Context: an optimization exercise on an open-source flow, tuned for small area, a short achievable clock period and few clock cycles per item. The choices shown serve that exercise and are no tape-out recipe.
RTL that was checked went through simulation tests only; none was proved equivalent to the original.

Setup of the previous run:
Design fpga_gf2m, start of the top module:
module fpga_gf2m
#(
	parameter DIGITAL = 20,
	parameter DATA_WIDTH = 163
)(
	input clk,     
	input rst,   
	input wire start,
	input wire [DATA_WIDTH - 1 : 0] a,
	input wire [DATA_WIDTH - 1 : 0] g,
	input wire [191:0] b,
	output reg [DATA_WIDTH - 1 : 0] t_i_j,
	output reg done
);
export LEC_CHECK = 0
export CAP_MARGIN = 20
export CORE_MARGIN = 2
export CORE_UTILIZATION = 40
export SLEW_MARGIN = 20
export SETUP_SLACK_MARGIN = 10
create_clock -name core_clock -period 14.5 [get_ports {clk}]
standard.sh (not shown) runs the stock make flow with config.mk's settings and CLKGATE_MAP_FILE= SYNTH_SCRIPT=/design/flow/synth_recipe.tcl, a recipe that flattens the netlist after the stock synthesis.
==> flow/flow/run.sh <==
#!/bin/bash
# Standard ORFS layout (the standard.sh), with repair_timing asked to
# aim for extra setup slack.
echo "export SETUP_SLACK_MARGIN = 10" >> config.mk
bash standard.sh > standard.log 2>&1
Testbench counts of the previous run, summed over its fixed seeds: cycles 7,680, items 768.
diff inputs: the previous run => the current run
Settings: BUFFER_PORTS_ARGS: unset -> -buffer_cell sky130_fd_sc_hd__buf_2.
==> flow/flow/run.sh <==
#!/bin/bash
# Standard ORFS layout (the standard.sh), with repair_timing asked to
# aim for extra setup slack and smaller port buffers.
cat >> config.mk <<'EOC'
export SETUP_SLACK_MARGIN = 10
export BUFFER_PORTS_ARGS = -buffer_cell sky130_fd_sc_hd__buf_2
EOC
bash standard.sh > standard.log 2>&1
Results
- A launch point of the worst path of reg_b[171]$_SDFF_PN0_ is what the current run shows, while t_i_j[94]$_SDFFE_PP0P_ belongs to the previous run.
- In the metrics for the current run and the previous run, the one carrying the higher count of plain and timing-repair buffers is the previous run.
- Between the current run and the previous run, it is the current run whose number of filler instances in the final layout is higher, by 117.
- The kind of critical path comes out register to output port in one run and register to register in the other, namely in the previous run and the current run respectively.
- The previous run → the current run: final HPWL from detailed placement fell by 0.83%; layout clock buffer count went down by about 3.8%.


run a:
Another version of the RTL of fpga_gf2m (not shown whole).
Size: ~16000 cells after synthesis, roughly 880 flip-flops, about 690 I/O pins, roughly 0.12 mm^2 of cells after synthesis.
export LEC_CHECK = 0
export CAP_MARGIN = 20
export CORE_MARGIN = 2
export CORE_UTILIZATION = 40
export SLEW_MARGIN = 20
export SETUP_SLACK_MARGIN = 10
export BUFFER_PORTS_ARGS = -buffer_cell sky130_fd_sc_hd__buf_2
create_clock -name core_clock -period 14.5 [get_ports {clk}]
==> flow/flow/run.sh <==
#!/bin/bash
# Standard ORFS layout (the standard.sh), with repair_timing asked to
# aim for extra setup slack and smaller port buffers.
cat >> config.mk <<'EOC'
export SETUP_SLACK_MARGIN = 10
export BUFFER_PORTS_ARGS = -buffer_cell sky130_fd_sc_hd__buf_2
EOC
bash standard.sh > standard.log 2>&1
Input changes introduced in run b (baseline for comparison: run a):
- SETUP_SLACK_MARGIN changed from 10 to 10.3
--- a/flow/flow/run.sh
+++ b/flow/flow/run.sh
@@ -4,3 +4,3 @@
 cat >> config.mk <<'EOC'
-export SETUP_SLACK_MARGIN = 10
+export SETUP_SLACK_MARGIN = 10.3
 export BUFFER_PORTS_ARGS = -buffer_cell sky130_fd_sc_hd__buf_2
==> notes.md <==
Run a has higher critical path depth than run b. Compared with run a, in run b finished layout cell area climbed 0.0039 mm^2; global-route usage went up 0.67 points; timing-limited maximum frequency has increased; fraction of standard cell area that is sequential lost 0.32 points.
No functional check of the RTL was part of any run of this note.


Another version of the RTL of fpga_gf2m (not shown whole).
Size: ~15000 cells after synthesis, roughly 660 flip-flops, ~690 I/O pins, roughly 0.11 mm² of cells after synthesis.
Settings: LEC_CHECK=0, CAP_MARGIN=20, CORE_MARGIN=2, CORE_UTILIZATION=40, SLEW_MARGIN=20, SETUP_SLACK_MARGIN=10; clock period 14.5 ns.
==> flow/flow/run.sh <==
#!/bin/bash
# Standard ORFS layout, with repair_timing aiming for extra setup slack.
echo "export SETUP_SLACK_MARGIN = 10" >> config.mk
bash standard.sh > standard.log 2>&1
Next try:
==> flow/run.sh (new file) <==
#!/bin/bash
# synth_recipe.tcl (not shown) runs the flow's synth.tcl, then flattens the netlist and writes it again
# the make line also repeats each setting of config.mk as NAME=value (left out here)
make -C /OpenROAD-flow-scripts/flow DESIGN_CONFIG=/design/flow/config.mk WORK_HOME=/design/flow/orfs CLKGATE_MAP_FILE= SYNTH_SCRIPT=/design/flow/synth_recipe.tcl finish
- SETUP_SLACK_MARGIN: 10 -> not set
removed: flow/flow/run.sh
removed: flow/standard.sh
Result: The new run finished with timing, DRC and antenna clean; synthesized area stays the same; utilization drops by 2.7 points; cell area drops by 5.7%; maximum frequency drops by 30%; count of clock-buffer cells in the layout climbs by 7.
Function was not checked in any run of this note: the RTL went through the layout flow alone.


trial 93:
fpga_gf2m, a different RTL version from the one above (not shown whole).
Size in the first run: about 8500 cells after synthesis, roughly 660 flip-flops, about 690 I/O pins, roughly 70000 um^2 of cells after synthesis.
make LEC_CHECK=0 CAP_MARGIN=20 CORE_MARGIN=2 CORE_UTILIZATION=40 SLEW_MARGIN=20 finish   # period 14.5 ns
run.sh (not shown) runs the stock make flow with config.mk's settings and CLKGATE_MAP_FILE= SYNTH_SCRIPT=/design/flow/synth_recipe.tcl, a recipe that flattens the netlist after the stock synthesis.
Stock flow here: none of the scripts above is used.
Changes in build 89 relative to trial 93:
- SETUP_SLACK_MARGIN: unset -> 9
==> flow/flow/run.sh (new file) <==
#!/bin/bash
# Standard ORFS layout, with repair_timing aiming for extra setup slack.
cp standard.sh standard_sh.txt
cp config.mk config_orig.txt
echo "export SETUP_SLACK_MARGIN = 9" >> config.mk
bash standard.sh > standard.log 2>&1
==> flow/standard.sh (new file) <==
#!/bin/bash
# synth_recipe.tcl (not shown) runs the flow's synth.tcl, then flattens the netlist and writes it again
# the make line also repeats each setting of config.mk as NAME=value (left out here)
make -C /OpenROAD-flow-scripts/flow DESIGN_CONFIG=/design/flow/config.mk WORK_HOME=/design/flow/orfs CLKGATE_MAP_FILE= SYNTH_SCRIPT=/design/flow/synth_recipe.tcl "${@:-finish}"
removed: flow/run.sh
### Flow results
In the metrics for trial 93 and build 89, the one carrying the higher area occupied by multi-input gates is build 89. Compared with trial 93, build 89 shows a higher slack of the critical path. Delta (build 89 minus trial 93): count of clock buffers in the final design up 8.7%, final critical path time including I/O delays and setup dropped 2910 ps, met1 track demand over resource in global routing went up 2.6 points, global-route usage up 3.1 points, via count moved up. Comparing trial 93 and build 89, the higher wire length per cell was measured on build 89.
Function was not checked in any run of this note: the RTL went through the layout flow alone.

-- what the ideal ports hide --
The flow's constraints put no driver on any port. The routed layouts listed below were extracted and timed again, unchanged, in two steps. Step 1 assumes that a clkbuf_16 drives the clock port and a buf_2 every other input. Step 2 moves the port delays by t, midway between the first and last clock arrival at a register: inputs arrive t later, outputs are due t later. That takes back most of the time a late clock gives input paths. Slacks: ideal / step 1 / step 2; pairs: ideal / step 1.
run	t (ns)	setup WS [ns]	latest minus earliest clock arrival (ns)
the previous run	0.952	9.989 / 9.893 / 9.132	0.094 / 0.094
the current run	0.976	9.945 / 9.873 / 8.937	0.108 / 0.108
run a	0.902	9.971 / 9.893 / 9.463	0.058 / 0.058
run b	0.902	10.159 / 10.106 / 9.839	0.064 / 0.064
the first run of note 3	0.889	6.310 / 6.310 / 6.310	0.093 / 0.093
the second run of note 3	0.820	2.880 / 2.880 / 2.880	0.052 / 0.052
trial 93	0.839	6.117 / 6.117 / 6.117	0.082 / 0.082
build 89	0.821	9.030 / 9.030 / 8.444	0.052 / 0.053
After both steps setup and hold are still met in every run listed. For the current run, which loses most, drivers alone change the setup slack by -0.072 ns; drivers and shift together by -1.008 ns.
